Context: an optimization exercise on an open-source flow, tuned for small area. The choices shown serve that exercise and are no tape-out recipe. The RTL was checked by simulation tests, not by an equivalence proof against the original design. No driver is modelled on the clock port, so clock power and skew are understated where the tree is cut down; a real chip needs a root buffer or a tree. Power is estimated from default activity; no workload was simulated.

Design top, start of the top module:
module top(
    input clock,
    input rst,
    output uart_tx,
    input uart_rx
);
Settings: LEC_CHECK=0, CAP_MARGIN=20, CORE_MARGIN=2, CORE_UTILIZATION=40, PLACE_DENSITY=0.6, SLEW_MARGIN=20; clock period 10.0 ns.
standard.sh (not shown) runs the stock make flow with config.mk's settings and CLKGATE_MAP_FILE= SYNTH_SCRIPT=/design/flow/synth_recipe.tcl, a recipe that flattens the netlist after the stock synthesis.
==> flow/flow/run.sh <==
#!/bin/bash
set -euo pipefail
export CTS_ARGS="-sink_clustering_enable -repair_clock_nets -dont_use_dummy_load -buf_list sky130_fd_sc_hd__clkbuf_8 -root_buf sky130_fd_sc_hd__clkbuf_8 -sink_clustering_size 60 -sink_clustering_max_diameter 300 -sink_clustering_levels 1"
bash standard.sh finish > standard_flow.log 2>&1
The first run finished with timing, DRC and antenna clean.
Then changed:
==> flow/flow/run.sh (replaced) <==
#!/bin/bash
set -euo pipefail
export CTS_ARGS="-sink_clustering_enable -repair_clock_nets -dont_use_dummy_load -buf_list sky130_fd_sc_hd__clkbuf_8 -root_buf sky130_fd_sc_hd__clkbuf_8 -sink_clustering_size 60 -sink_clustering_max_diameter 300"
bash standard.sh finish > standard_flow.log 2>&1
Effect: Clock skew stays the same; power stays the same; setup slack stays the same; cell area is unchanged; global-route usage is unchanged.
Then changed:
==> flow/flow/run.sh (replaced) <==
#!/bin/bash
set -euo pipefail
export CTS_ARGS="-repair_clock_nets -dont_use_dummy_load -buf_list sky130_fd_sc_hd__clkbuf_16 -root_buf sky130_fd_sc_hd__clkbuf_16"
bash standard.sh finish > standard_flow.log 2>&1
After rerunning:
- utilization went up by 1.0 points
- clock-buffer cell count is unchanged
- sequential power is about the same
- sequential share of layout area shrinks by 1.3 points
- worst setup slack is better by 0.032 ns
- cell area rose by 2.4%
- register-to-register slack barely changes
- total power came out higher by 13%
- clock skew came out lower by 0.0082 ns
- cell count stays the same
- wire length is about the same
Then changed:
==> flow/flow/run.sh (replaced) <==
#!/bin/bash
# Standard flow, with clock tree synthesis told not to add dummy balancing loads
# and to use mid-size clock buffers.
set -euo pipefail
export CTS_ARGS="-sink_clustering_enable -repair_clock_nets -dont_use_dummy_load -buf_list sky130_fd_sc_hd__clkbuf_8 -root_buf sky130_fd_sc_hd__clkbuf_8 -sink_clustering_size 30 -sink_clustering_max_diameter 100"
bash standard.sh finish > standard_flow.log 2>&1
The new run finished with timing, DRC and antenna clean.
Worst setup slack degrades by 0.032 ns.
Via count is about the same.
Sequential share of layout area grows by 1.3 points.

========
top, a different RTL version from the one above (not shown whole).
For scale: about 400 cells after synthesis, roughly 110 flip-flops, roughly 4 I/O pins, ~4500 um2 of cells after synthesis.
clock: 10.0 ns
lec_check: 0
cap_margin: 20
core_margin: 2
core_utilization: 40
place_density: 0.6
slew_margin: 20
run.sh (not shown) runs the stock make flow with config.mk's settings and CLKGATE_MAP_FILE= SYNTH_SCRIPT=/design/flow/synth_recipe.tcl, a recipe that flattens the netlist after the stock synthesis.
Stock flow here: none of the scripts above is used.
Next try:
--- a/flow/config.mk
+++ b/flow/config.mk
@@ -10,2 +10,5 @@
 export CORE_UTILIZATION = 40
+export CTS_BUF_LIST = sky130_fd_sc_hd__clkbuf_4
+export CTS_CLUSTER_DIAMETER = 100
+export CTS_CLUSTER_SIZE = 30
 export PLACE_DENSITY = 0.6
After rerunning:
- design area went down by about 5%
- final cell count is unchanged
- synthesized area does not change
- utilization went down by 2.5 points
- clock-buffer cell count went down by 3
- total power went down by 19%
- sequential power barely changes
- wire length went down by 2.1%
- flip-flop and latch count does not change

========
Another version of the RTL of top (not shown whole).
Size: ~100 flip-flops, ~4 I/O pins, about 0.0033 sq mm of cells after synthesis.
Settings: LEC_CHECK=0, CAP_MARGIN=20, CORE_MARGIN=2, CORE_UTILIZATION=40, PLACE_DENSITY=0.6, SLEW_MARGIN=20; clock period 10.0 ns.
standard.sh (not shown) runs the stock make flow with config.mk's settings and CLKGATE_MAP_FILE= SYNTH_SCRIPT=/design/flow/synth_recipe.tcl, a recipe that flattens the netlist after the stock synthesis.
==> flow/flow/run.sh <==
#!/bin/bash
# Standard flow with these changes:
#  - synthesis: the standard flow's own script (synth_recipe.tcl), but ABC maps the logic with
#    an area-oriented script (flow/abc_area.script: four rounds of a choice-network
#    pass and &nf with relaxed delay), and the half/full adder cells are left out
#    (added to the platform's don't-use list) so Yosys's extract_fa does not turn
#    small decoders into half-adder cells;
#  - the port buffers are the smallest buffer, buf_1;
#  - after ORFS's clock tree synthesis, flow/rects.tcl replaces the tree with four
#    clkbuf_16, each driving a quarter of the flip-flops (split by x, then y),
#    fed from the clock port.
# Every tool's output stays in the ORFS logs under orfs/logs; make's own output
# goes to standard_flow.log and the tree rebuild's to rects.log.
set -euo pipefail
HERE=$(pwd)
DU=$(sed -n '/export DONT_USE_CELLS += /,/^$/p' "$FLOW_HOME/platforms/sky130hd/config.mk" | tr -d '\\' | sed 's/export DONT_USE_CELLS += //' | tr '\n' ' ' | tr -s ' ')
{
  echo 'proc abc {args} {'
  echo '  set i [lsearch -exact $args -script]'
  echo '  if {$i >= 0} { lset args [expr {$i + 1}] $::env(MY_ABC_SCRIPT) }'
  echo '  yosys abc {*}$args'
  echo '}'
  cat synth_recipe.tcl
} > my_synth.tcl
export MY_ABC_SCRIPT="$HERE/flow/abc_area.script"
export BUFFER_PORTS_ARGS="-buffer_cell sky130_fd_sc_hd__buf_1"
export CTS_ARGS="-sink_clustering_enable -repair_clock_nets -dont_use_dummy_load -buf_list sky130_fd_sc_hd__clkbuf_8 -root_buf sky130_fd_sc_hd__clkbuf_8 -sink_clustering_size 30 -sink_clustering_max_diameter 100"
ARGS=("DONT_USE_CELLS=$DU sky130_fd_sc_hd__ha_1 sky130_fd_sc_hd__fa_1" "SYNTH_SCRIPT=$HERE/my_synth.tcl")
bash standard.sh "${ARGS[@]}" cts > standard_flow.log 2>&1
RES="$HERE/orfs/results/$FLOW_PLATFORM/top/base"
# if the rebuild fails or misses its slew target, 4_cts.odb keeps ORFS's tree
RESULTS="$RES" PLATFORM_DIR="$FLOW_HOME/platforms/$FLOW_PLATFORM" OUT_DB="$RES/4_cts.odb" \
  openroad -no_init -exit "$HERE/flow/rects.tcl" > rects.log 2>&1 || echo "rects.tcl failed; keeping ORFS's tree" >> rects.log
bash standard.sh "${ARGS[@]}" finish >> standard_flow.log 2>&1
==> flow/flow/rects.tcl <==
# Rebuild the clock tree that ORFS's CTS made: four clkbuf_16, each driving one
# k-means cluster of flip-flops, fed straight from the clock port.
set R $::env(RESULTS)
set P $::env(PLATFORM_DIR)
read_lef $P/lef/sky130_fd_sc_hd.tlef
read_lef $P/lef/sky130_fd_sc_hd_merged.lef
read_liberty $P/lib/sky130_fd_sc_hd__tt_025C_1v80.lib
read_db $R/4_cts.odb
read_sdc $R/4_cts.sdc
source $P/setRC.tcl
source [file dirname [info script]]/mycts.tcl

set block [ord::get_db_block]
set clk [$block findNet clock]
# undo the tree: every clock-tree buffer and dummy load goes, its sinks move to the port net
set removed 0
foreach inst [$block getInsts] {
  set m [[$inst getMaster] getName]
  set n [$inst getName]
  if {[string match "clkbuf_*" $n] || [string match "clkload*" $n]} {
    set out [$inst findITerm X]
    if {$out == "NULL"} { set out [$inst findITerm Y] }
    set onet [$out getNet]
    if {$onet != "NULL"} {
      foreach it [$onet getITerms] {
        if {[$it getInst] != $inst} { $it disconnect; $it connect $clk }
      }
      odb::dbNet_destroy $onet
    }
    odb::dbInst_destroy $inst
    incr removed
  }
}
puts "RECTS removed $removed clock tree cells"
# nets left without a driver after the removal
foreach net [$block getNets] {
  if {[string match "clknet_*" [$net getName]] && [llength [$net getITerms]] == 0} { odb::dbNet_destroy $net }
}
my_cts 4 sky130_fd_sc_hd__clkbuf_16
detailed_placement
check_placement -verbose
set_propagated_clock [all_clocks]
estimate_parasitics -placement
set ws 0
foreach pin [get_pins -hierarchical */CLK] { set s [get_property $pin slew_max]; if {$s > $ws} {set ws $s} }
puts "RECTS worst clock pin slew $ws"
report_worst_slack -max
report_worst_slack -min
set nport 0
foreach it [$clk getITerms] { incr nport }
puts "RECTS clock port drives $nport cell pins"
if {$ws > 0.120 || $nport > 4} {
  puts "RECTS the rebuilt tree misses its slew target; keeping the tree ORFS made"
} else {
  write_db $::env(OUT_DB)
}
Other scripts of this flow, unchanged in this note and not shown: flow/flow/abc_area.script, flow/flow/mycts.tcl
Then changed:
--- a/flow/flow/run.sh
+++ b/flow/flow/run.sh
@@ -10,2 +10,2 @@
-#    clkbuf_16, each driving a quarter of the flip-flops (split by x, then y),
-#    fed from the clock port.
+#    buffers (buf_8, or buf_12 or clkbuf_16 if the slew needs it), each driving
+#    a quarter of the flip-flops (split by x, then y), fed from the clock port.
@@ -13 +13 @@
-# goes to standard_flow.log and the tree rebuild's to rects.log.
+# goes to standard_flow.log and the tree rebuild's to rects_*.log.
@@ -31,3 +31,7 @@
-# if the rebuild fails or misses its slew target, 4_cts.odb keeps ORFS's tree
-RESULTS="$RES" PLATFORM_DIR="$FLOW_HOME/platforms/$FLOW_PLATFORM" OUT_DB="$RES/4_cts.odb" \
-  openroad -no_init -exit "$HERE/flow/rects.tcl" > rects.log 2>&1 || echo "rects.tcl failed; keeping ORFS's tree" >> rects.log
+# try the smaller buffer first; if no rebuild meets its slew target, 4_cts.odb
+# keeps ORFS's tree
+for b in buf_8 buf_12 clkbuf_16; do
+  CLK_BUF=sky130_fd_sc_hd__$b RESULTS="$RES" PLATFORM_DIR="$FLOW_HOME/platforms/$FLOW_PLATFORM" OUT_DB="$RES/4_cts.odb" \
+    openroad -no_init -exit "$HERE/flow/rects.tcl" > rects_$b.log 2>&1 || echo "rects.tcl failed" >> rects_$b.log
+  if grep -q "RECTS wrote" rects_$b.log; then break; fi
+done
--- a/flow/flow/rects.tcl
+++ b/flow/flow/rects.tcl
@@ -1 +1 @@
-# Rebuild the clock tree that ORFS's CTS made: four clkbuf_16, each driving one
+# Rebuild the clock tree that ORFS's CTS made: four CLK_BUF buffers, each driving one
@@ -39 +39 @@
-my_cts 4 sky130_fd_sc_hd__clkbuf_16
+my_cts 4 $::env(CLK_BUF)
@@ -55,0 +56 @@
+  puts "RECTS wrote the rebuilt tree"
Settings changed: CORE_UTILIZATION 40 to 60, PLACE_DENSITY 0.6 to 0.85.
After rerunning: The changed run went through all stages and came out clean. Utilization rose by 22 points. Register-to-register slack barely changes. Design area fell by 1.7%. Via count rose by 0.73%. Maximum frequency hardly moves. Synthesized cell count stays the same.
Then changed:
--- a/flow/flow/run.sh
+++ b/flow/flow/run.sh
@@ -10,2 +10,2 @@
-#    buffers (buf_8, or buf_12 or clkbuf_16 if the slew needs it), each driving
-#    a quarter of the flip-flops (split by x, then y), fed from the clock port.
+#    buf_12, each driving a quarter of the flip-flops (split by x, then y),
+#    fed from the clock port.
@@ -13 +13 @@
-# goes to standard_flow.log and the tree rebuild's to rects_*.log.
+# goes to standard_flow.log and the tree rebuild's to rects.log.
@@ -31,7 +31,3 @@
-# try the smaller buffer first; if no rebuild meets its slew target, 4_cts.odb
-# keeps ORFS's tree
-for b in buf_8 buf_12 clkbuf_16; do
-  CLK_BUF=sky130_fd_sc_hd__$b RESULTS="$RES" PLATFORM_DIR="$FLOW_HOME/platforms/$FLOW_PLATFORM" OUT_DB="$RES/4_cts.odb" \
-    openroad -no_init -exit "$HERE/flow/rects.tcl" > rects_$b.log 2>&1 || echo "rects.tcl failed" >> rects_$b.log
-  if grep -q "RECTS wrote" rects_$b.log; then break; fi
-done
+# if the rebuild fails or misses its slew target, 4_cts.odb keeps ORFS's tree
+RESULTS="$RES" PLATFORM_DIR="$FLOW_HOME/platforms/$FLOW_PLATFORM" OUT_DB="$RES/4_cts.odb" \
+  openroad -no_init -exit "$HERE/flow/rects.tcl" > rects.log 2>&1 || echo "rects.tcl failed; keeping ORFS's tree" >> rects.log
--- a/flow/flow/rects.tcl
+++ b/flow/flow/rects.tcl
@@ -1 +1 @@
-# Rebuild the clock tree that ORFS's CTS made: four CLK_BUF buffers, each driving one
+# Rebuild the clock tree that ORFS's CTS made: four buf_12, each driving one
@@ -39 +39 @@
-my_cts 4 $::env(CLK_BUF)
+my_cts 4 sky130_fd_sc_hd__buf_12
@@ -56 +55,0 @@
-  puts "RECTS wrote the rebuilt tree"
Settings changed: CORE_UTILIZATION 60 to 40, PLACE_DENSITY 0.85 to 0.6.
Wire length is higher by 2.2%.
Cell area rises by about 1.2%.
Power drops by about 0.3%.
Setup slack improved by 0.034 ns.
Critical path depth stays the same.
No run of this note takes its clock network from TritonCTS; it comes from the design's own scripts or RTL.

-- what the ideal ports hide --
No port has a modelled driver above. Below, the same layouts with a new extraction and two added sets of constraints. Step 1, drivers: a clkbuf_16 drives clock and a buf_2 each remaining input, both assumed. Step 2 also shifts input and output timing later by t, the mid clock arrival at the registers, as if the neighbouring blocks saw the same clock. Three values: ideal, step 1, step 2; two values: the first two.
run	t, ns	setup slack, ns	worst register clock-pin slew, ns	pins driven straight from the clock port
the first run of note 1	0.383	5.553 / 5.522 / 5.904	0.10 / 0.10	1
the second run of note 1	0.383	5.553 / 5.522 / 5.904	0.10 / 0.10	1
the third run of note 1	0.368	5.585 / 5.551 / 5.919	0.07 / 0.07	1
the fourth run of note 1	0.383	5.553 / 5.522 / 5.904	0.10 / 0.10	1
the first run of note 2	0.533	4.916 / 4.889 / 5.422	0.06 / 0.06	1
the second run of note 2	0.508	4.913 / 4.886 / 5.394	0.12 / 0.12	1
the first run of note 3	0.227	5.977 / 5.902 / 6.129	0.10 / 0.10	4
the second run of note 3	0.207	5.965 / 5.886 / 6.093	0.10 / 0.10	4
the third run of note 3	0.209	5.999 / 5.917 / 6.126	0.10 / 0.10	4
After both steps every run listed still meets setup and hold.
